Source: an optimization exercise on an open RTL-to-GDS flow (aim: small area, a short achievable clock period and few clock cycles). Production flows keep margins and buffers that such runs may drop.
The RTL was checked by simulation tests, not by an equivalence proof against the original design.

**flow/run.sh**
```bash
#!/bin/bash
# synth_recipe.tcl (not shown) runs the flow's synth.tcl, then flattens the netlist and writes it again
# the make line also repeats each setting of config.mk as NAME=value (left out here)
make -C /OpenROAD-flow-scripts/flow DESIGN_CONFIG=/design/flow/config.mk WORK_HOME=/design/flow/orfs CLKGATE_MAP_FILE= SYNTH_SCRIPT=/design/flow/synth_recipe.tcl finish
```
**flow/config.mk**
```make
export PLATFORM = sky130hd
export DESIGN_NAME = cpu
export DESIGN_NICKNAME = cpu
export VERILOG_FILES = /design/flow/design.v
export SDC_FILE = /design/flow/constraint.sdc
export NUM_CORES = 4
export LEC_CHECK = 0
export ABC_CLOCK_PERIOD_IN_PS = 5000
export CAP_MARGIN = 20
export CORE_MARGIN = 2
export CORE_UTILIZATION = 40
export SETUP_SLACK_MARGIN = 2.5
export SLEW_MARGIN = 20
export TNS_END_PERCENT = 20
```
**flow/constraint.sdc**
```tcl
create_clock -name core_clock -period 8.0 [get_ports {clk}]
set_input_delay 1.6000 -clock core_clock [delete_from_list [all_inputs] [get_ports {clk}]]
set_output_delay 1.6000 -clock core_clock [all_outputs]
set_load 0.01 [all_outputs]
```
**flow/design.v**
```verilog
`default_nettype none
module cpu(
    input reset_n,
    input clk,
    input mem_ready,
    output logic [31:0] mem_addr,
    output logic [31:0] mem_write_data,
    output logic [3:0] mem_byte_enable,
    output logic mem_write_req,
    output logic mem_read_req,
    input [31:0] mem_read_data,
    input mem_read_data_valid);
    logic halted;
    logic [31:2] q_addr;
    logic q_rd, q_wr;
    logic [31:0] q_wdata;
    logic [3:0] q_be;
    logic q_e;               
    logic q_hi;              
    assign mem_addr = {q_addr, 2'b00};
    assign mem_read_req = q_rd;
    assign mem_write_req = q_wr;
    assign mem_write_data = q_wdata;
    assign mem_byte_enable = q_be;
    logic [31:2] pf;         
    logic [31:2] pc_n;       
    logic pcl;               
    logic [1:0] qv;          
    logic [31:0] q0, q1, q2;
    logic [31:1] s1, s2;     
    logic [1:0] fa;          
    logic [1:0] fb;          
    logic [1:0] lo;          
    logic [1:0] disc;        
    logic e_valid;
    logic [31:0] A;
    logic [31:0] op2;
    logic e_cin;
    logic [4:0] e_rd;
    logic e_wen;
    logic [2:0] e_f3;
    logic e_ld, e_st, e_xw;
    logic [1:0] e_off;
    logic e_r_sum, e_r_slt, e_r_sltu, e_r_xor, e_r_or, e_r_and, e_r_sh;
    logic e_sll, e_sra;
    logic got_lo;
    logic [31:0] R;          
    logic e_rok;
    logic [63:0] cycle;
    logic [63:0] instret;
    logic [31:0] rf[1:31];
    logic [32:0] sum33;
    logic [31:0] sum;
    logic ltu, lt;
    assign sum33 = ksadd(A, op2 ^ {32{e_cin}}, e_cin);
    assign sum = sum33[31:0];
    assign ltu = ~sum33[32];
    assign lt = (A[31] != op2[31]) ? A[31] : ltu;
    function automatic [32:0] ksadd(input [31:0] a, input [31:0] b, input cin);
        logic [32:0] g, p;
        g = {a & b, cin};
        p = {a ^ b, 1'b0};
        for (int d = 1; d < 33; d = d * 2)
            for (int i = 32; i >= d; i--) begin
                g[i] = g[i] | (p[i] & g[i - d]);
                p[i] = p[i] & p[i - d];
            end
        ksadd = {g[32], (a ^ b) ^ g[31:0]};
    endfunction
    function automatic [31:0] rev32(input [31:0] x);
        for (int i = 0; i < 32; i++) rev32[i] = x[31 - i];
    endfunction
    logic [31:0] sh_in, sh_r, sh_res;
    logic [32:0] sh_ext;
    assign sh_in = e_sll ? rev32(A) : A;
    assign sh_ext = $signed({e_sra & A[31], sh_in}) >>> op2[4:0];
    assign sh_r = sh_ext[31:0];
    assign sh_res = e_sll ? rev32(sh_r) : sh_r;
    logic [31:0] res;
    assign res = ({32{e_r_sum}} & sum)
               | {31'h0, (e_r_slt & lt) | (e_r_sltu & ltu)}
               | ({32{e_r_xor}} & (A ^ op2))
               | ({32{e_r_or}} & (A | op2))
               | ({32{e_r_and}} & (A & op2));
    logic [31:0] rot_cur;
    always_comb begin
        case (e_off)
            2'b00: rot_cur = mem_read_data;
            2'b01: rot_cur = {mem_read_data[7:0], mem_read_data[31:8]};
            2'b10: rot_cur = {mem_read_data[15:0], mem_read_data[31:16]};
            default: rot_cur = {mem_read_data[23:0], mem_read_data[31:24]};
        endcase
    end
    logic [31:0] ld_raw;
    always_comb begin
        ld_raw = rot_cur;
        if (got_lo) begin
            ld_raw[7:0] = A[7:0];
            if (e_off != 2'b11) ld_raw[15:8] = A[15:8];
            if (e_off == 2'b01) ld_raw[23:16] = A[23:16];
        end
    end
    logic [31:0] ld_val;
    always_comb begin
        case (e_f3)
            3'b000: ld_val = {{24{ld_raw[7]}}, ld_raw[7:0]};
            3'b100: ld_val = {24'h0, ld_raw[7:0]};
            3'b001: ld_val = {{16{ld_raw[15]}}, ld_raw[15:0]};
            3'b101: ld_val = {16'h0, ld_raw[15:0]};
            default: ld_val = ld_raw;
        endcase
    end
    logic [31:0] wb_fast, wb_data;
    assign wb_fast = e_ld ? ld_val : res;
    assign wb_data = e_r_sh ? sh_res : wb_fast;
    logic r_disc, r_fetch, r_load;
    assign r_disc = mem_read_data_valid && (disc != 2'd0);
    assign r_fetch = mem_read_data_valid && (disc == 2'd0) && (fa != 2'd0);
    assign r_load = mem_read_data_valid && (disc == 2'd0) && (fa == 2'd0) && (lo != 2'd0);
    logic acc, acc_f, acc_l, acc_e;
    assign acc = mem_ready && (q_rd || q_wr);
    assign acc_e = acc && q_e;
    assign acc_f = acc && q_rd && !q_e;
    assign acc_l = acc && q_rd && q_e;
    logic e_act, e_done;
    assign e_act = e_valid && !halted;
    always_comb begin
        if (e_ld) e_done = r_load && (!e_xw || got_lo);
        else if (e_st) e_done = acc_e && (!e_xw || q_hi);
        else e_done = 1'b1;
        e_done = e_done && e_act;
    end
    logic [3:0] e_be4;
    logic [7:0] e_be8;
    assign e_be4 = e_f3[1] ? 4'hf : (e_f3[0] ? 4'h3 : 4'h1);
    assign e_be8 = {4'h0, e_be4} << e_off;
    logic [31:0] ni;
    assign ni = q0;
    logic [6:0] opc;
    logic [2:0] f3;
    logic [4:0] rd, rs1, rs2;
    assign opc = ni[6:0];
    assign f3 = ni[14:12];
    assign rd = ni[11:7];
    assign rs1 = ni[19:15];
    assign rs2 = ni[24:20];
    logic is_lui, is_auipc, is_jal, is_jalr, is_br, is_ld, is_st, is_opi, is_op, is_fence, is_sys, is_csr, is_alu;
    assign is_lui = opc == 7'b0110111;
    assign is_auipc = opc == 7'b0010111;
    assign is_jal = opc == 7'b1101111;
    assign is_jalr = opc == 7'b1100111;
    assign is_br = opc == 7'b1100011;
    assign is_ld = opc == 7'b0000011;
    assign is_st = opc == 7'b0100011;
    assign is_opi = opc == 7'b0010011;
    assign is_op = opc == 7'b0110011;
    assign is_fence = opc == 7'b0001111;
    assign is_sys = opc == 7'b1110011;
    assign is_csr = is_sys && (f3 != 3'b000);
    assign is_alu = is_op || is_opi;
    logic [11:0] csr;
    logic csr_ok;
    assign csr = ni[31:20];
    assign csr_ok = (csr == 12'hc00) || (csr == 12'hc01) || (csr == 12'hc02)
                 || (csr == 12'hc80) || (csr == 12'hc81) || (csr == 12'hc82);
    logic ill_dec;
    assign ill_dec = !(is_lui || is_auipc || is_jal || is_jalr || is_br || is_ld || is_st
                       || is_opi || is_op || is_fence || is_sys)
                  || (is_br && (f3[2:1] == 2'b01))
                  || (is_sys && (f3 == 3'b100))
                  || (is_csr && !csr_ok);
    logic wen;
    assign wen = (is_lui || is_auipc || is_jal || is_jalr || is_ld || is_alu || is_csr) && (rd != 5'd0);
    logic [31:0] imm_i, imm_s, imm_b, imm_u, imm_j;
    assign imm_i = {{20{ni[31]}}, ni[31:20]};
    assign imm_s = {{20{ni[31]}}, ni[31:25], ni[11:7]};
    assign imm_b = {{19{ni[31]}}, ni[31], ni[7], ni[30:25], ni[11:8], 1'b0};
    assign imm_u = {ni[31:12], 12'h0};
    assign imm_j = {{11{ni[31]}}, ni[31], ni[19:12], ni[20], ni[30:21], 1'b0};
    logic [63:0] instret_cur;
    assign instret_cur = e_done ? instret + 64'h1 : instret;
    logic [31:0] csr_val;
    always_comb begin
        case ({csr[7], csr[1]})
            2'b00: csr_val = cycle[31:0];
            2'b01: csr_val = instret_cur[31:0];
            2'b10: csr_val = cycle[63:32];
            default: csr_val = instret_cur[63:32];
        endcase
    end
    logic [31:0] rs1_rf, rs2_rf, rs1_val, rs2_val, rs1_e, rs2_e;
    logic dep1, dep2;
    always_comb begin
        rs1_rf = 32'h0;
        rs2_rf = 32'h0;
        for (int i = 1; i < 32; i++) begin
            rs1_rf = rs1_rf | ({32{s1[i]}} & rf[i]);
            rs2_rf = rs2_rf | ({32{s2[i]}} & rf[i]);
        end
    end
    assign dep1 = e_valid && e_wen && (e_rd == rs1);
    assign dep2 = e_valid && e_wen && (e_rd == rs2);
    assign rs1_val = dep1 ? wb_fast : rs1_rf;
    assign rs2_val = dep2 ? wb_fast : rs2_rf;
    assign rs1_e = (dep1 && e_rok) ? R : rs1_rf;
    assign rs2_e = (dep2 && e_rok) ? R : rs2_rf;
    logic stall;
    logic uses1, uses2;
    assign uses1 = !(is_lui || is_auipc || is_jal);
    assign uses2 = is_op || is_br || is_st;
    assign stall = ((is_ld || is_st || is_jalr || is_br) && dep1 && !e_rok)
                || (is_br && dep2 && !e_rok)
                || (e_r_sh && ((dep1 && uses1) || (dep2 && uses2)));
    logic [31:0] addr;
    logic [32:0] addr33;
    assign addr33 = ksadd(rs1_e, is_st ? imm_s : imm_i, 1'b0);
    assign addr = addr33[31:0];
    logic [1:0] d_off;
    logic d_xw;
    logic [3:0] be4;
    logic [7:0] be8;
    logic [31:0] wdata;
    assign d_off = addr[1:0];
    assign d_xw = f3[1] ? (d_off != 2'b00) : (f3[0] & (d_off == 2'b11));
    assign be4 = f3[1] ? 4'hf : (f3[0] ? 4'h3 : 4'h1);
    assign be8 = {4'h0, be4} << d_off;
    always_comb begin
        case (d_off)
            2'b01: wdata = {rs2_val[23:0], rs2_val[31:24]};
            2'b10: wdata = {rs2_val[15:0], rs2_val[31:16]};
            2'b11: wdata = {rs2_val[7:0], rs2_val[31:8]};
            default: wdata = rs2_val;
        endcase
    end
    logic [32:0] diff33;
    logic c_eq, c_ltu, c_lt, taken;
    assign diff33 = {1'b0, rs1_e} - {1'b0, rs2_e};
    assign c_eq = rs1_e == rs2_e;
    assign c_ltu = diff33[32];
    assign c_lt = (rs1_e[31] != rs2_e[31]) ? rs1_e[31] : c_ltu;
    always_comb begin
        case (f3)
            3'b000: taken = c_eq;
            3'b001: taken = ~c_eq;
            3'b100: taken = c_lt;
            3'b101: taken = ~c_lt;
            3'b110: taken = c_ltu;
            3'b111: taken = ~c_ltu;
            default: taken = 1'b0;
        endcase
    end
    logic [31:0] bt;
    logic [31:2] d_tgt;
    logic d_redir, misal, d_ill;
    logic [32:0] bt33;
    assign bt33 = ksadd({pc_n, 2'b00}, is_jal ? imm_j : (is_auipc ? imm_u : imm_b), 1'b0);
    assign bt = bt33[31:0];
    assign d_tgt = is_jalr ? addr[31:2] : bt[31:2];
    assign misal = is_jalr ? addr[1] : (is_jal ? ni[21] : ni[8]);
    assign d_redir = is_jal || is_jalr || (is_br && taken);
    assign d_ill = ill_dec || (d_redir && misal);
    logic avail, e_free, d_take, take_ok, take_redir, take_mem, take_ill;
    assign avail = qv != 2'd0;
    assign e_free = !e_valid || e_done;
    assign d_take = avail && e_free && !stall && !halted;
    assign take_ill = d_take && d_ill;
    logic take_ill_e;
    assign take_ill_e = d_take && ill_dec;
    assign take_ok = d_take && !d_ill;
    assign take_redir = d_take && d_redir;
    assign take_mem = d_take && (is_ld || is_st);
    logic sub_op, slt_op, sltu_op, inv;
    assign sub_op = is_op && (f3 == 3'b000) && ni[30];
    assign slt_op = is_alu && (f3 == 3'b010);
    assign sltu_op = is_alu && (f3 == 3'b011);
    assign inv = sub_op || slt_op || sltu_op;
    logic [31:0] op2_base, A_next;
    always_comb begin
        if (is_op) op2_base = rs2_rf;
        else if (is_lui || is_auipc) op2_base = imm_u;
        else if (is_jal || is_jalr) op2_base = 32'h4;
        else if (is_csr) op2_base = csr_val;
        else op2_base = imm_i;
        if (is_op && dep2) op2_base = wb_fast;
        if (is_lui || is_csr) A_next = 32'h0;
        else if (is_auipc || is_jal || is_jalr) A_next = {pc_n, 2'b00};
        else A_next = rs1_rf;
        if (!(is_lui || is_csr || is_auipc || is_jal || is_jalr) && dep1) A_next = wb_fast;
    end
    logic [1:0] lo_n, fa_t, fb_t;
    logic [2:0] vs_n;
    logic [1:0] qv_n;
    logic push, pop;
    assign lo_n = lo + {1'b0, acc_l} - {1'b0, r_load};
    assign pop = d_take;
    assign push = r_fetch;
    always_comb begin
        fa_t = fa - {1'b0, r_fetch};
        fb_t = fb;
        if (acc_f) begin
            if (lo_n != 2'd0) fb_t = fb_t + 2'd1;
            else fa_t = fa_t + 2'd1;
        end
        if (lo_n == 2'd0) begin
            fa_t = fa_t + fb_t;
            fb_t = 2'd0;
        end
        qv_n = qv - {1'b0, pop} + {1'b0, push};
        vs_n = {1'b0, fa_t} + {1'b0, fb_t} + {1'b0, qv_n};
    end
    logic s_hold, s_hi, s_addr, s_bt, s_f;
    logic [31:2] q_addr_n;
    assign s_hold = q_e && !acc;
    assign s_hi = q_e && acc && e_xw && !q_hi;
    assign s_addr = d_take && (is_ld || is_st || is_jalr);
    assign s_bt = d_take && (is_jal || (is_br && taken));
    assign s_f = !(s_hold || s_hi || s_addr || s_bt);
    assign q_addr_n = ({30{s_hold}} & q_addr)
                    | ({30{s_hi}} & (q_addr + 30'h1))
                    | ({30{s_addr}} & addr[31:2])
                    | ({30{s_bt}} & bt[31:2])
                    | ({30{s_f && q_e}} & pf)
                    | ({30{s_f && !q_e && !acc_f}} & q_addr)
                    | ({30{s_f && !q_e && acc_f}} & (q_addr + 30'h1));
    logic [31:0] q0_n;
    always_comb begin
        if (pop) q0_n = (push && qv == 2'd1) ? mem_read_data : q1;
        else q0_n = (push && qv == 2'd0) ? mem_read_data : q0;
    end
    always_ff @(posedge clk) begin
        if (e_done && e_wen) rf[e_rd] <= wb_data;
    end
    always_ff @(posedge clk) begin
        if (d_take) begin
            A <= A_next;
            op2 <= op2_base;
            e_cin <= inv;
            e_rd <= rd;
            e_wen <= wen;
            e_f3 <= f3;
            e_ld <= is_ld;
            e_st <= is_st;
            e_xw <= d_xw;
            e_off <= d_off;
            e_r_sum <= is_lui || is_auipc || is_jal || is_jalr || is_csr || (is_alu && f3 == 3'b000);
            e_r_slt <= slt_op;
            e_r_sltu <= sltu_op;
            e_r_xor <= is_alu && f3 == 3'b100;
            e_r_or <= is_alu && f3 == 3'b110;
            e_r_and <= is_alu && f3 == 3'b111;
            e_r_sh <= is_alu && f3[1:0] == 2'b01;
            e_sll <= f3 == 3'b001;
            e_sra <= f3 == 3'b101 && ni[30];
            e_rok <= is_lui || is_auipc || is_jal || is_jalr || (is_opi && f3 == 3'b000 && !(dep1 && !e_rok));
            if (is_lui) R <= imm_u;
            else if (is_auipc) R <= bt;
            else if (is_jal || is_jalr) R <= {pc_n + 30'h1, 2'b00};
            else R <= addr;
        end
        else if (r_load && e_xw && !got_lo) begin
            A[23:0] <= rot_cur[23:0];
        end
        q0 <= q0_n;
        for (int i = 1; i < 32; i++) begin
            s1[i] <= q0_n[19:15] == 5'(i);
            s2[i] <= q0_n[24:20] == 5'(i);
        end
        if (pop) begin
            q1 <= (push && qv == 2'd2) ? mem_read_data : q2;
            if (push && qv == 2'd3) q2 <= mem_read_data;
        end
        else if (push) begin
            if (qv == 2'd1) q1 <= mem_read_data;
            if (qv == 2'd2) q2 <= mem_read_data;
        end
        if (q_e && !acc) begin
        end
        else if (q_e && e_xw && !q_hi) begin
            q_be <= e_be8[7:4];
        end
        else if (take_mem) begin
            q_be <= be8[3:0];
            q_wdata <= wdata;
        end
    end
    always_ff @(posedge clk) begin
        if (!reset_n) begin
            halted <= 1'b0;
            q_addr <= 30'h04000000;
            q_rd <= 1'b1;
            q_wr <= 1'b0;
            q_e <= 1'b0;
            q_hi <= 1'b0;
            pf <= 30'h04000000;
            pc_n <= 30'h04000000;
            pcl <= 1'b0;
            qv <= 2'd0;
            fa <= 2'd0;
            fb <= 2'd0;
            lo <= 2'd0;
            disc <= 2'd0;
            e_valid <= 1'b0;
            got_lo <= 1'b0;
            cycle <= 64'h0;
            instret <= 64'h0;
        end
        else begin
            cycle <= cycle + 64'h1;
            instret <= instret_cur;
            lo <= lo_n;
            if (take_ill) halted <= 1'b1;
            q_addr <= q_addr_n;
            if (take_redir) begin
                fa <= 2'd0;
                fb <= 2'd0;
                disc <= disc - {1'b0, r_disc} + fa_t + fb_t;
                qv <= 2'd0;
            end
            else begin
                fa <= fa_t;
                fb <= fb_t;
                disc <= disc - {1'b0, r_disc};
                qv <= qv_n;
            end
            if (d_take) pc_n <= pc_n + 30'h1;
            pcl <= take_redir;
            if (pcl) pc_n <= q_addr;
            if (!q_e) pf <= acc_f ? q_addr + 30'h1 : q_addr;
            if (take_ok) e_valid <= 1'b1;
            else if (e_done || take_ill) e_valid <= 1'b0;
            if (take_ok) got_lo <= 1'b0;
            else if (r_load && e_xw && !got_lo) got_lo <= 1'b1;
            if (halted || take_ill_e) begin
                q_rd <= 1'b0;
                q_wr <= 1'b0;
                q_e <= 1'b0;
            end
            else if (q_e && !acc) begin
            end
            else if (q_e && e_xw && !q_hi) begin
                q_hi <= 1'b1;
            end
            else if (take_mem) begin
                q_rd <= is_ld;
                q_wr <= is_st;
                q_e <= 1'b1;
                q_hi <= 1'b0;
            end
            else begin
                q_rd <= take_redir || (vs_n <= 3'd2);
                q_wr <= 1'b0;
                q_e <= 1'b0;
            end
        end
    end
endmodule
```
==> run summary, run 1 <==
- Total count of hold-check failures in the final report: 0
- Prevailing post-synth register cell: edfxtp_1
- GPL Wtd Cong: 1.033
- Final-layout fill cell count: 18140
- Worst endpoint data arrival time: 6.23 ns
- Min-delay worst type: flop to flop
- Startpoint types: flop
- Full die area: 204000 µm²
- First-pass DRT Iterations: 11
- GRT Total Usage: 36.51%
- Post-DR wirelength/cell: 38.33 µm
- H-tree levels: 4
- Fin crit share: 68.98%
- Final nets: 7700
- CORE AREA: 199500 µm²
- First-pass GRT wire length: 525.0 mm
- FF-to-FF End: q_addr[28]
- Clock Path Buffers: 3
- DRC errors left: 0
- Count of yosys warnings during synthesis: 1
- I/O pin cnt: 106
- Layout cells sized above 1: 13.95%
- Fin. max-slew vios: 0
- Worst hold margin: 0.4994 ns
- Crit Path Class: flop to flop
- Post-layout min period: 5.518 ns
- Highest clock rate: 181.2 MHz
- Post-Synthesis Cells: 7316
- ANT nets after route: 0
- Initial Utilization: 40.18%
- Area growth syn-to-layout: 16.35%
- Reg2Reg Depth: 19
- GR Overflow Total: 0
- CTS clock-pin slew for the worst setup and hold paths: 0.06 ns
- Seq/Total Area, Yosys: 53.97%
- Netlist Area Pre-Place: 80150 µm²
- Crit end category: flop
- Slew @ Worst Pin: 1.309 ns
- Hold path cells: 2
- Crit Path Max Fanout: 32
- Average size of a mapped cell: 10.96 µm²
- Setup Viol. Count Final: 0
- #FFs+latches synth: 1543
- EDFF count, synth: 1235
- RSZ-0062 raised after global routing: true
- Vias in the first global route: 66180
- CP required: 8.71 ns
- DR vias: 72750
- Root buffer cell: clkbuf_16
- Synth cell types: 108
- Layout Skew: 0.08882 ns
- Vias/cell: 7.076
- Port bufs: 103
- Count leader, synth: edfxtp_1
- Final TNS setup: 0 ns
- Outcome: complete, no violations
- # rows: 164
- Clock latency at the later pin of the worst-skew pair: 0.90 ns
- Max-cap violation count: 0
- RR Startpoint: s1[6]
- Asr flop ratio synth: 0%
- Synth cell count leaders: edfxtp_1 (1235), nor2_1 (718), a22oi_1 (647), nand2_1 (523), clkbuf_1 (381)
- CTS buffer count: 168
- Starting DRT DRC Count: 15800
- Die Width: 451.6 µm
- Hold path start: cycle[59]
- Setup slack, reg-to-reg: 2.48 ns
- Hold Path End: cycle[59]
- Clk sinks: 1543
- Top-area cell type share of the netlist area: 46.27%
- HPWL Detailed: 252.2 mm
- Total Routed Length: 394.1 mm
- Largest net degree at the start of global routing: 76
- Max-slew headroom: 12.33%
- Synth area leader: edfxtp_1
- Die Ht: 451.6 µm
- Initial antenna violation count: 34
- Clock tree from TritonCTS: done
- Synth top area cells: edfxtp_1 (46%), dfxtp_1 (7.7%), a22oi_1 (6.1%)
## what timing repair did
item                                    4_1_cts  5_1_grt
gates resized for setup                     118      132
pin swaps                                     5       42
endpoints found under the setup margin       78      136
setup buffers                                13       79
cloned                                        1        6
hold buffers                                  0        0
## cell usage in the layout, fill, tap and decap left out, drive strengths merged, types with 36 or more instances in the layout
cell	n
edfxtp	1235
nor2	723
a22oi	647
nand2	523
a21oi	376
buf	347
o21ai	337
nand3	316
dfxtp	308
clkbuf	225
ha	202
xor2	195
mux2i	171
a22o	158
a221oi	148
xnor2	146
inv	144
nand4	110
clkdlybuf4s50	102
and2	84
a21o	81
mux2	79
and3	76
a222oi	73
nor3	66
or4	64
clkinv	60
a31oi	58
a211oi	52
mux4	45
o211ai	36
## critical path, stage by stage, from the launching register on
cell and delay [ns]:
dfxtp_2 0.32, buf_12 0.21, a222oi_1 0.58, nand3_1 0.12
or4_1 0.63, nor2_1 0.17, nor2_1 0.10, ha_1 0.33
a211o_1 0.34, a2111oi_4 0.35, o221ai_2 0.18, or3_1 0.40
nand4_1 0.17, nor4_4 0.06, buf_12 0.17, a32oi_4 0.33
nor2b_4 0.12, a221o_1 0.37, a211oi_2 0.17, o221ai_1 0.14
## registers in the layout (all words and copies together) (netlist names), 32 cells and up
name and flops:
q2 32, q_wdata 32, op2 32, q1 32, instret 64, q0 32, A 32, R 32
cycle 64, rf 992
## metrics by stage
stage	instance area, µm²	util [%]	instances	worst slack, ns
after floorplan	80180	-	7317	2.538
after global placement	85340	42.79	9841	1.050
after detailed placement	85400	42.82	9843	1.388
after CTS	91750	46.00	10170	2.428
after global routing	93190	46.72	10260	2.429
final	93250	46.75	10280	2.482
## worst max-delay path by stage
| stage | startpoint | endpoint | slack [ns] |
|---|---|---|---|
| 5_1_grt | e_cin | rf[8][12] | 2.43 |
| 4_1_cts | q0[5] | R[28] | 2.43 |
| 6_report | s1[6] | q_addr[28] | 2.48 |
| 2_1_floorplan | mem_ready | q_rd | 2.54 |
| 3_3_place_gp | mem_read_data_valid | q_rd | 1.05 |
| 3_5_place_dp | mem_read_data_valid | q_rd | 1.39 |
## cell type report
cell class	count	area, µm²	area share (%)
well taps	2656	3323	3.564
flip-flops and latches	1543	43450	46.59
clock inverters	88	1164	1.248
clock buffers	222	4591	4.923
repair buffers	453	4437	4.758
diodes	28	70.07	0.07514
multi-input cells	5148	35670	38.25
inverters	143	551.8	0.5917
## routing by layer
| layer | part of all wire [%] | vias to the layer above | global-route usage (%) | routed length (µm) |
|---|---|---|---|---|
| met5 | 0.30 | - | 1.003 | 1172 |
| met4 | 9.8 | 53 | 26.09 | 38580 |
| met3 | 16 | 2125 | 15.68 | 62310 |
| met2 | 40 | 6981 | 51.81 | 158200 |
| met1 | 34 | 35010 | 44.16 | 133900 |
| li1 | - | 28580 | - | - |
## cell families (layout without fill, tap and decap cells)
family | after synthesis | after routing | synth area share [%]
AO/OA/AOI/OAI | 2174 | 2176 | 19.04
XOR/XNOR | 341 | 341 | 3.726
adder cells (fa/ha/maj) | 207 | 207 | 3.278
buffers and inverters | 628 | 906 | 3.018
flip-flops | 1543 | 1543 | 53.97
multiplexers | 295 | 295 | 4.510
other | 1 | 30 | 0.004679
AND/OR/NAND/NOR | 2127 | 2127 | 12.46
Testbench counts, summed over its fixed seeds: cycles 121,575.
==> inputs of run 2 (changes only) <==
--- a/flow/design.v
+++ b/flow/design.v
@@ -15,3 +15,2 @@
     logic q_rd, q_wr;
-    logic [31:0] q_wdata;
     logic [3:0] q_be;
@@ -22,3 +21,3 @@
     assign mem_write_req = q_wr;
-    assign mem_write_data = q_wdata;
+    assign mem_write_data = op2;
     assign mem_byte_enable = q_be;
@@ -284,2 +283,3 @@
         if (is_op && dep2) op2_base = wb_fast;
+        if (is_st) op2_base = wdata;
         if (is_lui || is_csr) A_next = 32'h0;
@@ -382,3 +382,2 @@
             q_be <= be8[3:0];
-            q_wdata <= wdata;
         end
--- a/flow/config.mk
+++ b/flow/config.mk
@@ -11,3 +11,3 @@
 export CORE_UTILIZATION = 40
-export SETUP_SLACK_MARGIN = 2.5
+export SETUP_SLACK_MARGIN = 3.5
 export SLEW_MARGIN = 20
==> run summary, run 2 <==
- Outcome: complete, no violations (unchanged)
- Worst hold margin: 0.4697 ns (was 0.4994 ns)
- Crit Path Class: flop to flop (unchanged)
- Vias/cell: 7.248 (was 7.076)
- Count leader, synth: edfxtp_1 (unchanged)
- Final std cells w/o fill: 10620 (was 10280)
- #FFs+latches synth: 1511 (was 1543)
- Min-delay worst type: flop to flop (unchanged)
- First-pass GRT wire length: 553.7 mm (was 525.0 mm)
- Crit path capture: q_addr[5] (was q_addr[28])
- Max-cap violation count: 0 (unchanged)
- Full die area: 205100 µm² (was 204000 µm²)
- Final TNS setup: 0 ns (unchanged)
- Reg2Reg Depth: 22 (was 19)
- Post-layout min period: 5.250 ns (was 5.518 ns)
- Max-slew headroom: 10.77% (was 12.33%)
- Max reg flops: 992 (unchanged)
- Clock tree from TritonCTS: done (unchanged)
- Synth area leader: edfxtp_1 (unchanged)
- Largest net degree at the start of global routing: 75 (was 76)
- Crit Path Max Fanout: 9 (was 32)
- Final Core Density: 48.69% (was 46.75%)
- Initial Utilization: 40.28% (was 40.18%)
- Final-layout fill cell count: 17850 (was 18140)
- Prevailing post-synth register cell: edfxtp_1 (unchanged)
- CTS buffer count: 163 (was 168)
- Post-Synthesis Cells: 7455 (was 7316)
- Root buffer cell: clkbuf_16 (unchanged)
- I/O pin cnt: 106 (unchanged)
- Hold path start: pf[4] (was cycle[59])
- H-tree levels: 4 (unchanged)
- Synth cell count leaders: edfxtp_1 (1203), a22oi_1 (696), nor2_1 (613), nand2_1 (529), clkbuf_1 (409) (was edfxtp_1 (1235), nor2_1 (718), a22oi_1 (647), nand2_1 (523), clkbuf_1 (381))
- Clk sinks: 1511 (was 1543)
- Register area: 42510 µm² (was 43450 µm²)
- Port bufs: 103 (unchanged)
- Most frequent cells in the layout: edfxtp_1 (1203), a22oi_1 (688), nor2_1 (568) (was edfxtp_1 (1235), nor2_1 (679), a22oi_1 (646))
- Final nets: 8063 (was 7700)
- Setup Viol. Count Final: 0 (unchanged)
- GRT Total Usage: 38.40% (was 36.51%)
- Initial antenna violation count: 32 (was 34)
- Clock latency at the later pin of the worst-skew pair: 0.89 ns (was 0.90 ns)
- Area of the multi-input gates: 38490 µm² (was 35670 µm²)
- Die Ht: 452.8 µm (was 451.6 µm)
- DR vias: 76980 (was 72750)
- Seq/Total Area, Yosys: 52.48% (was 53.97%)
- Starting DRT DRC Count: 16020 (was 15800)
- Most common cell after layout, fill and taps aside: edfxtp_1 (unchanged)
- Layout Skew: 0.09521 ns (was 0.08882 ns)
- Crit end category: flop (unchanged)
- Count of yosys warnings during synthesis: 1 (unchanged)
- Startpoint types: flop (unchanged)
- Total count of hold-check failures in the final report: 0 (unchanged)
- Fin. max-slew vios: 0 (unchanged)
- Netlist Area Pre-Place: 80580 µm² (was 80150 µm²)
- HPWL Detailed: 255.4 mm (was 252.2 mm)
- Asr flop ratio synth: 0% (unchanged)
- Clock Path Buffers: 3 (unchanged)
- Post-DR wirelength/cell: 38.75 µm (was 38.33 µm)
- Area growth syn-to-layout: 20.88% (was 16.35%)
- Vias in the first global route: 70020 (was 66180)
- Synth top area cells: edfxtp_1 (45%), dfxtp_1 (7.7%), a22oi_1 (6.5%) (was edfxtp_1 (46%), dfxtp_1 (7.7%), a22oi_1 (6.1%))
- Average size of a mapped cell: 10.81 µm² (was 10.96 µm²)
- Total Routed Length: 411.6 mm (was 394.1 mm)
- GPL Wtd Cong: 1.015 (was 1.033)
- GR Overflow Total: 0 (unchanged)
- Origin of the worst setup path: s2[22] (was s1[6])
- Die Width: 452.8 µm (was 451.6 µm)
- CORE AREA: 200100 µm² (was 199500 µm²)
- Largest registers: rf x992, cycle x64, instret x64 (unchanged)
- Setup slack, reg-to-reg: 2.75 ns (was 2.48 ns)
- Top reg by flops: rf (unchanged)
- Synth cell types: 104 (was 108)
- # rows: 164 (unchanged)
- RSZ-0062 raised after global routing: true (unchanged)
- Worst endpoint data arrival time: 5.97 ns (was 6.23 ns)
- Top-area cell type share of the netlist area: 44.83% (was 46.27%)
- CTS clock-pin slew for the worst setup and hold paths: 0.07 ns (was 0.06 ns)
- Hold buffers post-CTS: 0 (unchanged)
- First-pass DRT Iterations: 14 (was 11)
- FF-to-FF End: q_addr[5] (was q_addr[28])
- Fin crit share: 65.63% (was 68.98%)
- Highest clock rate: 190.5 MHz (was 181.2 MHz)
- Slew @ Worst Pin: 1.328 ns (was 1.309 ns)
- Layout cells sized above 1: 19.39% (was 13.95%)
- DRC errors left: 0 (unchanged)
- ANT nets after route: 0 (unchanged)
- CP required: 8.72 ns (was 8.71 ns)
- Dpl cells: 9981 (was 9843)
- EDFF count, synth: 1203 (was 1235)
- RR Startpoint: s2[22] (was s1[6])
-- run 2: changes by cell type after synthesis, moves of 25 or more --
cell      change
a21oi_1      -42
a22oi_1      +49
clkbuf_1     +28
edfxtp_1     -32
mux2_2       +25
nor2_1      -105
nor3_1       +36
o211ai_1     +25
o22ai_1      +28
-- run 2: per-layer routing --
layer	wire [µm]	up-vias	GRT usage (%)
met5	1381	-	1.423
met4	39630	74	27.70
met3	69120	2268	18.97
met2	162300	7602	53.32
met1	139100	37180	45.63
li1	-	29860	-
-- run 2: repair_timing --
item | 4_1_cts | 5_1_grt
resized for setup | 540 | 161
cloned | 15 | 5
setup endpoints to repair | 1847 | 838
pin swaps | 132 | 136
setup buffers | 229 | 79
-- run 2: worst min path at each step --
stage | endpoint | slack (ns) | cells after the start
CTS | pf[4] | 0.47 | 2
global route | cycle[0] | 0.49 | 1
global placement | pf[25] | 0.45 | 2
detailed placement | pf[4] | 0.46 | 2
finish | pf[4] | 0.47 | 2
floorplan | cycle[0] | 0.42 | 1
-- run 2: metrics by stage --
step | worst slack (ns) | instance area [µm²]
final | 2.750 | 97410
after global routing | 2.798 | 97390
after CTS | 3.058 | 95720
after detailed placement | 1.377 | 85680
after global placement | 1.070 | 85640
after floorplan | 2.445 | 80790
-- run 2: cell families after synthesis --
group | count (synthesis) | synth area share [%]
flops | 1511 | 52.48
fa+ha+maj | 207 | 3.261
buf+inv | 671 | 3.254
xor+xnor | 321 | 3.489
mux | 311 | 4.552
simple gates | 2142 | 12.69
compound gates | 2291 | 20.27
other cells | 1 | 0.004653
-- run 2: worst max-delay path, stage by stage (launching register included) --
cell and delay, ns:
dfxtp_4 0.38, buf_12 0.17, buf_4 0.19, a22o_1 0.21
a221oi_1 0.21, nand3_1 0.11, or4_4 0.70, mux2i_4 0.23
ha_4 0.24, a211oi_1 0.29, o21ai_0 0.18, o211ai_1 0.23
buf_4 0.17, and2_4 0.15, nand3_1 0.07, o211ai_1 0.24
a21oi_4 0.17, o21ai_4 0.38, buf_4 0.18, buf_6 0.10
inv_8 0.05, a222oi_1 0.29, a21oi_1 0.10
-- run 2: cell type report --
type                       instances  share of cell area, %
sequential                      1511                  43.65
multi-input combinational       5281                  39.51
timing repair buffer             713                  7.271
clock buffer                     212                  4.600
tap                             2656                  3.412
clock inverter                    84                 0.9158
inverter                         149                 0.6037
antenna                           13                0.03340
timing repair inverter             1               0.007707
Testbench counts of run 2, summed over its fixed seeds: cycles 121,575.
==> inputs of run 3 (changes only) <==
--- a/flow/design.v
+++ b/flow/design.v
@@ -33,2 +33,3 @@
     logic [1:0] disc;        
+    logic [1:0] vs;          
     logic e_valid;
@@ -263,3 +264,3 @@
     assign e_free = !e_valid || e_done;
-    assign d_take = avail && e_free && !stall && !halted;
+    assign d_take = avail && e_free && !stall && !halted && !pcl;
     assign take_ill = d_take && d_ill;
@@ -290,3 +291,2 @@
     logic [1:0] lo_n, fa_t, fb_t;
-    logic [2:0] vs_n;
     logic [1:0] qv_n;
@@ -295,17 +295,28 @@
     assign pop = d_take;
-    assign push = r_fetch;
+    assign push = r_fetch && !pcl;
+    logic [1:0] disc_n;
     always_comb begin
-        fa_t = fa - {1'b0, r_fetch};
-        fb_t = fb;
-        if (acc_f) begin
-            if (lo_n != 2'd0) fb_t = fb_t + 2'd1;
-            else fa_t = fa_t + 2'd1;
-        end
-        if (lo_n == 2'd0) begin
-            fa_t = fa_t + fb_t;
+        disc_n = disc - {1'b0, r_disc};
+        if (pcl) begin
+            disc_n = fa - {1'b0, r_fetch};
+            fa_t = {1'b0, acc_f};
             fb_t = 2'd0;
+            qv_n = 2'd0;
+        end
+        else begin
+            fa_t = fa - {1'b0, r_fetch};
+            fb_t = fb;
+            if (acc_f) begin
+                if (lo_n != 2'd0) fb_t = fb_t + 2'd1;
+                else fa_t = fa_t + 2'd1;
+            end
+            if (lo_n == 2'd0) begin
+                fa_t = fa_t + fb_t;
+                fb_t = 2'd0;
+            end
+            qv_n = qv - {1'b0, pop} + {1'b0, push};
         end
-        qv_n = qv - {1'b0, pop} + {1'b0, push};
-        vs_n = {1'b0, fa_t} + {1'b0, fb_t} + {1'b0, qv_n};
     end
+    logic [1:0] vs_nx;
+    assign vs_nx = pcl ? {1'b0, acc_f} : vs + {1'b0, acc_f} - {1'b0, pop};
     logic s_hold, s_hi, s_addr, s_bt, s_f;
@@ -400,2 +411,3 @@
             disc <= 2'd0;
+            vs <= 2'd0;
             e_valid <= 1'b0;
@@ -411,14 +423,7 @@
             q_addr <= q_addr_n;
-            if (take_redir) begin
-                fa <= 2'd0;
-                fb <= 2'd0;
-                disc <= disc - {1'b0, r_disc} + fa_t + fb_t;
-                qv <= 2'd0;
-            end
-            else begin
-                fa <= fa_t;
-                fb <= fb_t;
-                disc <= disc - {1'b0, r_disc};
-                qv <= qv_n;
-            end
+            fa <= fa_t;
+            fb <= fb_t;
+            disc <= disc_n;
+            vs <= vs_nx;
+            qv <= qv_n;
             if (d_take) pc_n <= pc_n + 30'h1;
@@ -448,3 +453,3 @@
             else begin
-                q_rd <= take_redir || (vs_n <= 3'd2);
+                q_rd <= take_redir || (vs_nx != 2'd3);
                 q_wr <= 1'b0;
==> run summary, run 3 <==
- Count of yosys warnings during synthesis: 1 (unchanged)
- Clk sinks: 1513 (was 1511)
- Average size of a mapped cell: 10.75 µm² (was 10.81 µm²)
- CORE AREA: 199200 µm² (was 200100 µm²)
- Max-slew headroom: 19.13% (was 10.77%)
- Slew @ Worst Pin: 1.210 ns (was 1.328 ns)
- Final std cells w/o fill: 10630 (was 10620)
- Port bufs: 103 (unchanged)
- Initial Utilization: 40.15% (was 40.28%)
- Synth cell count leaders: edfxtp_1 (1203), nor2_1 (653), a22oi_1 (651), nand2_1 (585), clkbuf_1 (409) (was edfxtp_1 (1203), a22oi_1 (696), nor2_1 (613), nand2_1 (529), clkbuf_1 (409))
- Asr flop ratio synth: 0% (unchanged)
- Setup Viol. Count Final: 0 (unchanged)
- Fin crit share: 68.51% (was 65.63%)
- DRC errors left: 0 (unchanged)
- Starting DRT DRC Count: 17000 (was 16020)
- Crit end category: flop (unchanged)
- Area after DPL: 85400 µm² (was 85680 µm²)
- # rows: 164 (unchanged)
- Full die area: 203600 µm² (was 205100 µm²)
- Clock latency at the later pin of the worst-skew pair: 0.88 ns (was 0.89 ns)
- Synth top area cells: edfxtp_1 (45%), dfxtp_1 (7.8%), a22oi_1 (6.1%) (was edfxtp_1 (45%), dfxtp_1 (7.7%), a22oi_1 (6.5%))
- Final TNS setup: 0 ns (unchanged)
- #FFs+latches synth: 1513 (was 1511)
- Startpoint types: flop (unchanged)
- Crit Path Class: flop to flop (unchanged)
- Netlist Area Pre-Place: 79990 µm² (was 80580 µm²)
- Root buffer cell: clkbuf_16 (unchanged)
- EDFF count, synth: 1203 (unchanged)
- Final Core Density: 48.71% (was 48.69%)
- Largest net degree at the start of global routing: 110 (was 75)
- Post-DR wirelength/cell: 38.68 µm (was 38.75 µm)
- CP required: 8.72 ns (about the same)
- Top reg by flops: rf (unchanged)
- CTS buffer count: 164 (was 163)
- RSZ-0062 raised after global routing: true (unchanged)
- Final WS setup: 2.519 ns (was 2.750 ns)
- Seq/Total Area, Yosys: 52.92% (was 52.48%)
- Final instance area: 97050 µm² (was 97410 µm²)
- Area growth syn-to-layout: 21.33% (was 20.88%)
- Post-Synthesis Cells: 7443 (was 7455)
- H-tree levels: 4 (unchanged)
- Most frequent cells in the layout: edfxtp_1 (1203), a22oi_1 (642), nor2_1 (599) (was edfxtp_1 (1203), a22oi_1 (688), nor2_1 (568))
- Vias in the first global route: 70170 (was 70020)
- Clock Path Buffers: 3 (unchanged)
- First-pass DRT Iterations: 15 (was 14)
- Worst endpoint data arrival time: 6.20 ns (was 5.97 ns)
- Crit Path Max Fanout: 21 (was 9)
- Pre-CTS WS: 1.691 ns (was 1.377 ns)
- Hold buffers post-CTS: 0 (unchanged)
- Highest clock rate: 182.4 MHz (was 190.5 MHz)
- Die Ht: 451.2 µm (was 452.8 µm)
- GR Overflow Total: 0 (unchanged)
- Outcome: complete, no violations (unchanged)
- Clock tree from TritonCTS: done (unchanged)
- Layout Skew: 0.09454 ns (was 0.09521 ns)
- Count leader, synth: edfxtp_1 (unchanged)
- Total count of hold-check failures in the final report: 0 (unchanged)
- Max-cap violation count: 0 (unchanged)
- ANT nets after route: 0 (unchanged)
- Initial antenna violation count: 29 (was 32)
- Die Width: 451.2 µm (was 452.8 µm)
- Synth cell types: 100 (was 104)
- First-pass GRT wire length: 553.8 mm (was 553.7 mm)
- Largest registers: rf x992, cycle x64, instret x64 (unchanged)
- Final nets: 8051 (was 8063)
- DR vias: 76820 (was 76980)
- GRT Total Usage: 38.44% (was 38.40%)
- Setup slack, reg-to-reg: 2.52 ns (was 2.75 ns)
- HPWL Detailed: 261.0 mm (was 255.4 mm)
- Synth area leader: edfxtp_1 (unchanged)
- Post-layout min period: 5.481 ns (was 5.250 ns)
- CTS clock-pin slew for the worst setup and hold paths: 0.06 ns (was 0.07 ns)
- Vias/cell: 7.229 (was 7.248)
- GPL Wtd Cong: 1.050 (was 1.015)
- I/O pin cnt: 106 (unchanged)
- Min-delay worst type: flop to flop (unchanged)
- Total Routed Length: 411.0 mm (was 411.6 mm)
- Max reg flops: 992 (unchanged)
- Fin. max-slew vios: 0 (unchanged)
- Prevailing post-synth register cell: edfxtp_1 (unchanged)
- Top-area cell type share of the netlist area: 45.16% (was 44.83%)
- Dpl cells: 9970 (was 9981)
- Most common cell after layout, fill and taps aside: edfxtp_1 (unchanged)
- Layout cells sized above 1: 19.35% (was 19.39%)
[run 3: layout make-up]
| type | instances | area [µm²] |
|---|---|---|
| clock inverters | 94 | 1032 |
| well taps | 2656 | 3323 |
| multi-input cells | 5296 | 38110 |
| repair buffers | 697 | 7010 |
| clock buffers | 210 | 4433 |
| inverters | 139 | 550.5 |
| flip-flops and latches | 1513 | 42540 |
| diodes | 21 | 52.55 |
| fillers | 17840 | 102200 |
[run 3: repair_timing]
item                                     CTS  global route
gates resized for setup                  503           213
pin swaps                                161           133
endpoints found under the setup margin  1676          1003
buffers inserted                         223            92
cloned                                     9             5
[run 3: kinds of logic (layout without fill, tap and decap cells)]
logic type      after synthesis  count (layout)  share of synthesized area [%]
mux                         297             297                          4.383
fa+ha+maj                   204             204                          3.210
xor+xnor                    327             327                          3.581
simple gates               2189            2192                          12.85
buf+inv                     643            1140                          3.058
compound gates             2269            2274                          19.99
other cells                   1              23                       0.004688
flops                      1513            1513                          52.92
[run 3: path summary, 6_finish.rpt]
kind                            startpoint         end  cells past startpoint
worst max-delay path                s2[31]  q_addr[25]                     20
worst max register to register      s2[31]  q_addr[25]                     20
worst min-delay path              cycle[0]    cycle[0]                      1
worst min register to register    cycle[0]    cycle[0]                      1
[run 3: layer usage]
layer | global-route usage (%) | share of wire [%] | up-vias
met5 | 0.4735 | 0.17 | -
met4 | 27.35 | 9.9 | 48
met3 | 17.96 | 17 | 2567
met2 | 54.06 | 40 | 7797
met1 | 46.00 | 34 | 36700
li1 | - | - | 29710
[run 3: worst max-delay path, cell delays in order, from the launching register on]
cell,delay (ns)
dfxtp_2,0.78
buf_4,0.63
a22oi_1,0.25
nand4_1,0.15
or4_4,0.23
mux2i_4,0.12
ha_4,0.30
nand4_1,0.16
buf_4,0.18
a2111o_1,0.38
a31oi_4,0.25
o2111a_1,0.27
o31ai_4,0.08
buf_6,0.15
buf_6,0.12
a211oi_4,0.30
nor3_4,0.08
buf_12,0.15
and2_1,0.15
a221o_1,0.26
a211o_1,0.25
[run 3: stage by stage]
stage,hold WS [ns]
2_1_floorplan,0.4244
3_3_place_gp,0.4576
3_5_place_dp,0.4624
4_1_cts,0.4743
5_1_grt,0.5151
6_report,0.4762
Testbench counts of run 3, summed over its fixed seeds: cycles 121,575.
==> inputs of run 4 (changes only) <==
--- a/flow/design.v
+++ b/flow/design.v
@@ -54,3 +54,3 @@
     logic ltu, lt;
-    assign sum33 = ksadd(A, op2 ^ {32{e_cin}}, e_cin);
+    assign sum33 = skadd(A, op2 ^ {32{e_cin}}, e_cin);
     assign sum = sum33[31:0];
@@ -69,2 +69,14 @@
     endfunction
+    function automatic [32:0] skadd(input [31:0] a, input [31:0] b, input cin);
+        logic [32:0] g, p;
+        g = {a & b, cin};
+        p = {a ^ b, 1'b0};
+        for (int d = 1; d < 33; d = d * 2)
+            for (int i = 32; i >= 0; i--)
+                if ((i % (2 * d)) >= d) begin
+                    g[i] = g[i] | (p[i] & g[(i / (2 * d)) * (2 * d) + d - 1]);
+                    p[i] = p[i] & p[(i / (2 * d)) * (2 * d) + d - 1];
+                end
+        skadd = {g[32], (a ^ b) ^ g[31:0]};
+    endfunction
     function automatic [31:0] rev32(input [31:0] x);
@@ -255,3 +267,3 @@
     logic [32:0] bt33;
-    assign bt33 = ksadd({pc_n, 2'b00}, is_jal ? imm_j : (is_auipc ? imm_u : imm_b), 1'b0);
+    assign bt33 = {1'b0, {pc_n, 2'b00}} + {1'b0, is_jal ? imm_j : (is_auipc ? imm_u : imm_b)};
     assign bt = bt33[31:0];
==> run summary, run 4 <==
- Clk sinks: 1513 (unchanged)
- Clock tree from TritonCTS: done (unchanged)
- Met3 wire len: 66.33 mm (was 68.27 mm)
- Synth area leader: edfxtp_1 (unchanged)
- HPWL Detailed: 257.8 mm (was 261.0 mm)
- Largest net degree at the start of global routing: 104 (was 110)
- Highest clock rate: 189.5 MHz (was 182.4 MHz)
- Vias/cell: 7.165 (was 7.229)
- CTS clock-pin slew for the worst setup and hold paths: 0.06 ns (about the same)
- Layout Skew: 0.09553 ns (was 0.09454 ns)
- GR Overflow Total: 0 (unchanged)
- Setup Viol. Count Final: 0 (unchanged)
- DRC errors left: 0 (unchanged)
- RSZ-0062 raised after global routing: true (unchanged)
- Final WS setup: 2.722 ns (was 2.519 ns)
- Die Ht: 448.6 µm (was 451.2 µm)
- CP required: 8.77 ns (was 8.72 ns)
- Fin. max-slew vios: 0 (unchanged)
- Met2 WL: 169.0 mm (was 163.0 mm)
- Asr flop ratio synth: 0% (unchanged)
- Crit end category: flop (unchanged)
- Fin crit share: 65.98% (was 68.51%)
- Clock Path Buffers: 3 (unchanged)
- Seq/Total Area, Yosys: 53.53% (was 52.92%)
- Total Routed Length: 419.8 mm (was 411.0 mm)
- Max-slew headroom: 15.32% (was 19.13%)
- I/O pin cnt: 106 (unchanged)
- Initial antenna violation count: 23 (was 29)
- Count leader, synth: edfxtp_1 (unchanged)
- Post-Synthesis Cells: 7221 (was 7443)
- Synth cell types: 105 (was 100)
- Origin of the worst setup path: s2[21] (was s2[31])
- Worst endpoint data arrival time: 6.05 ns (was 6.20 ns)
- Count of yosys warnings during synthesis: 1 (unchanged)
- Post-layout min period: 5.278 ns (was 5.481 ns)
- #FFs+latches synth: 1513 (unchanged)
- First-pass GRT wire length: 558.0 mm (was 553.8 mm)
- Min-delay worst type: flop to flop (unchanged)
- Synth top area cells: edfxtp_1 (46%), dfxtp_1 (7.8%), a22oi_1 (6.2%) (was edfxtp_1 (45%), dfxtp_1 (7.8%), a22oi_1 (6.1%))
- Crit Path Max Fanout: 14 (was 21)
- Setup slack, reg-to-reg: 2.72 ns (was 2.52 ns)
- Root buffer cell: clkbuf_16 (unchanged)
- H-tree levels: 4 (unchanged)
- EDFF count, synth: 1203 (unchanged)
- Slew @ Worst Pin: 1.267 ns (was 1.210 ns)
- CTS buffer count: 166 (was 164)
- FF-to-FF End: q_addr[30] (was q_addr[25])
- Top Metal Used: met5 (unchanged)
- Area growth syn-to-layout: 23.06% (was 21.33%)
- Layout cells sized above 1: 20.42% (was 19.35%)
- Prevailing post-synth register cell: edfxtp_1 (unchanged)
- Largest registers: rf x992, cycle x64, instret x64 (unchanged)
- Outcome: complete, no violations (unchanged)
- Netlist Area Pre-Place: 79080 µm² (was 79990 µm²)
- Worst hold margin: 0.4603 ns (was 0.4762 ns)
- First-pass DRT Iterations: 14 (was 15)
- Top reg by flops: rf (unchanged)
- Most common cell after layout, fill and taps aside: edfxtp_1 (unchanged)
- Synth cell count leaders: edfxtp_1 (1203), a22oi_1 (651), nor2_1 (615), nand2_1 (527), clkbuf_1 (397) (was edfxtp_1 (1203), nor2_1 (653), a22oi_1 (651), nand2_1 (585), clkbuf_1 (409))
- ANT nets after route: 0 (unchanged)
- Clock latency at the later pin of the worst-skew pair: 0.90 ns (was 0.88 ns)
- Reg2Reg Depth: 21 (was 20)
- GRT Total Usage: 39.42% (was 38.44%)
- # rows: 163 (was 164)
- Average size of a mapped cell: 10.95 µm² (was 10.75 µm²)
- Hold path start: cycle[0] (unchanged)
- Starting DRT DRC Count: 15020 (was 17000)
- Startpoint types: flop (unchanged)
- Total count of hold-check failures in the final report: 0 (unchanged)
- Port bufs: 103 (unchanged)
- Die Width: 448.6 µm (was 451.2 µm)
- Pre-CTS WS: 1.526 ns (was 1.691 ns)
- Max reg flops: 992 (unchanged)
- Crit Path Class: flop to flop (unchanged)
- Crit path capture: q_addr[30] (was q_addr[25])
- Top-area cell type share of the netlist area: 45.68% (was 45.16%)
- GPL Wtd Cong: 1.022 (was 1.050)
- Final Core Density: 49.45% (was 48.71%)
- Post-DR wirelength/cell: 40.19 µm (was 38.68 µm)
- Final TNS setup: 0 ns (unchanged)
- Vias in the first global route: 69220 (was 70170)
- Max-cap violation count: 0 (unchanged)
- CORE AREA: 196800 µm² (was 199200 µm²)
- Met1 wire length: 141.9 mm (was 138.3 mm)
- RR Startpoint: s2[21] (was s2[31])
- Hold buffers post-CTS: 0 (unchanged)
- Most frequent cells in the layout: edfxtp_1 (1203), a22oi_1 (632), nor2_1 (573) (was edfxtp_1 (1203), a22oi_1 (642), nor2_1 (599))
- Final nets: 7892 (was 8051)
- Initial Utilization: 40.18% (was 40.15%)
- Full die area: 201300 µm² (was 203600 µm²)
- DR vias: 74840 (was 76820)
[run 4: critical path, stage by stage (launching register included)]
cell      delay, ns
dfxtp_4        0.43
buf_4          0.29
a221oi_1       0.62
nand3_1        0.14
or4_4          0.66
mux2i_1        0.19
ha_1           0.28
a211oi_1       0.30
o211ai_1       0.18
nand2_1        0.11
o211ai_1       0.13
a21oi_4        0.25
xnor2_4        0.18
a211oi_4       0.10
buf_12         0.15
buf_6          0.11
a221oi_4       0.25
buf_6          0.19
buf_12         0.14
buf_12         0.11
o221ai_2       0.07
o31a_1         0.28
[run 4: cell type report]
cell class	instances	area [µm²]
fillers	17450	99490
flip-flops and latches	1513	42540
multi-input cells	5087	37240
repair buffers	742	8041
clock buffers	205	4424
well taps	2640	3303
clock inverters	100	1176
inverters	138	531.8
diodes	19	47.55
repair inverters	1	5.005
[run 4: worst min-delay path by stage]
| stage | cells after the start | end |
|---|---|---|
| after floorplan | 1 | cycle[0] |
| after global placement | 1 | cycle[0] |
| after detailed placement | 1 | cycle[0] |
| after CTS | 1 | cycle[0] |
| after global routing | 2 | q_hi |
| final | 1 | cycle[0] |
[run 4: stage by stage]
step	std cells	area (µm²)
after global placement	9734	84180
after CTS	10330	95050
final	10450	97320
after floorplan	7222	79330
after global routing	10430	97270
after detailed placement	9734	84180
[run 4: repair_timing]
action,4_1_cts,5_1_grt
setup buffers,260,89
gates cloned,27,11
gates resized for setup,496,270
pin swaps,114,153
setup endpoints to repair,1851,1303
[run 4: logic make-up (layout without fill, tap and decap cells)]
group	Yosys count	count (layout)	share of synthesized area, %
flops	1513	1513	53.53
simple gates	2054	2054	12.36
compound gates	2190	2198	19.59
mux	295	295	4.478
fa+ha+maj	207	207	3.342
xor+xnor	331	331	3.666
buf+inv	630	1186	3.038
other cells	1	21	0.004742
[run 4: layer usage]
layer	GRT usage, %	vias up
li1	-	29020
met1	46.32	36200
met2	56.27	7287
met3	18.50	2297
met4	28.22	43
met5	1.136	-
Testbench counts of run 4, summed over its fixed seeds: cycles 121,575.

## static timing again, ports no longer ideal
No port has a modelled driver above. Below, the same layouts with a new extraction and two added sets of constraints. Step 1: set_driving_cell puts a clkbuf_16 on clk and a buf_2 on each other input, an assumption about the parent block. Step 2 times the ports against the registers' clock, not the clock port: input delays grow and output delays shrink by t, the midpoint of the rising clock arrivals with the driver on. a / b / c = no drivers / after step 1 / after step 2; a / b = the first two.
| run | t (ns) | slack for setup (ns) | worst slew at a driven data input, ns |
|---|---|---|---|
| run 1 | 0.953 | 2.482 / 2.482 / 1.614 | 0.12 |
| run 2 | 0.939 | 2.750 / 2.750 / 2.264 | 0.07 |
| run 3 | 0.920 | 2.519 / 2.519 / 2.470 | 0.04 |
| run 4 | 0.949 | 2.722 / 2.722 / 2.067 | 0.06 |
After both steps every run listed still meets setup and hold. For run 1, which loses most, drivers alone change the setup slack by 0.000 ns; drivers and shift together by -0.868 ns.
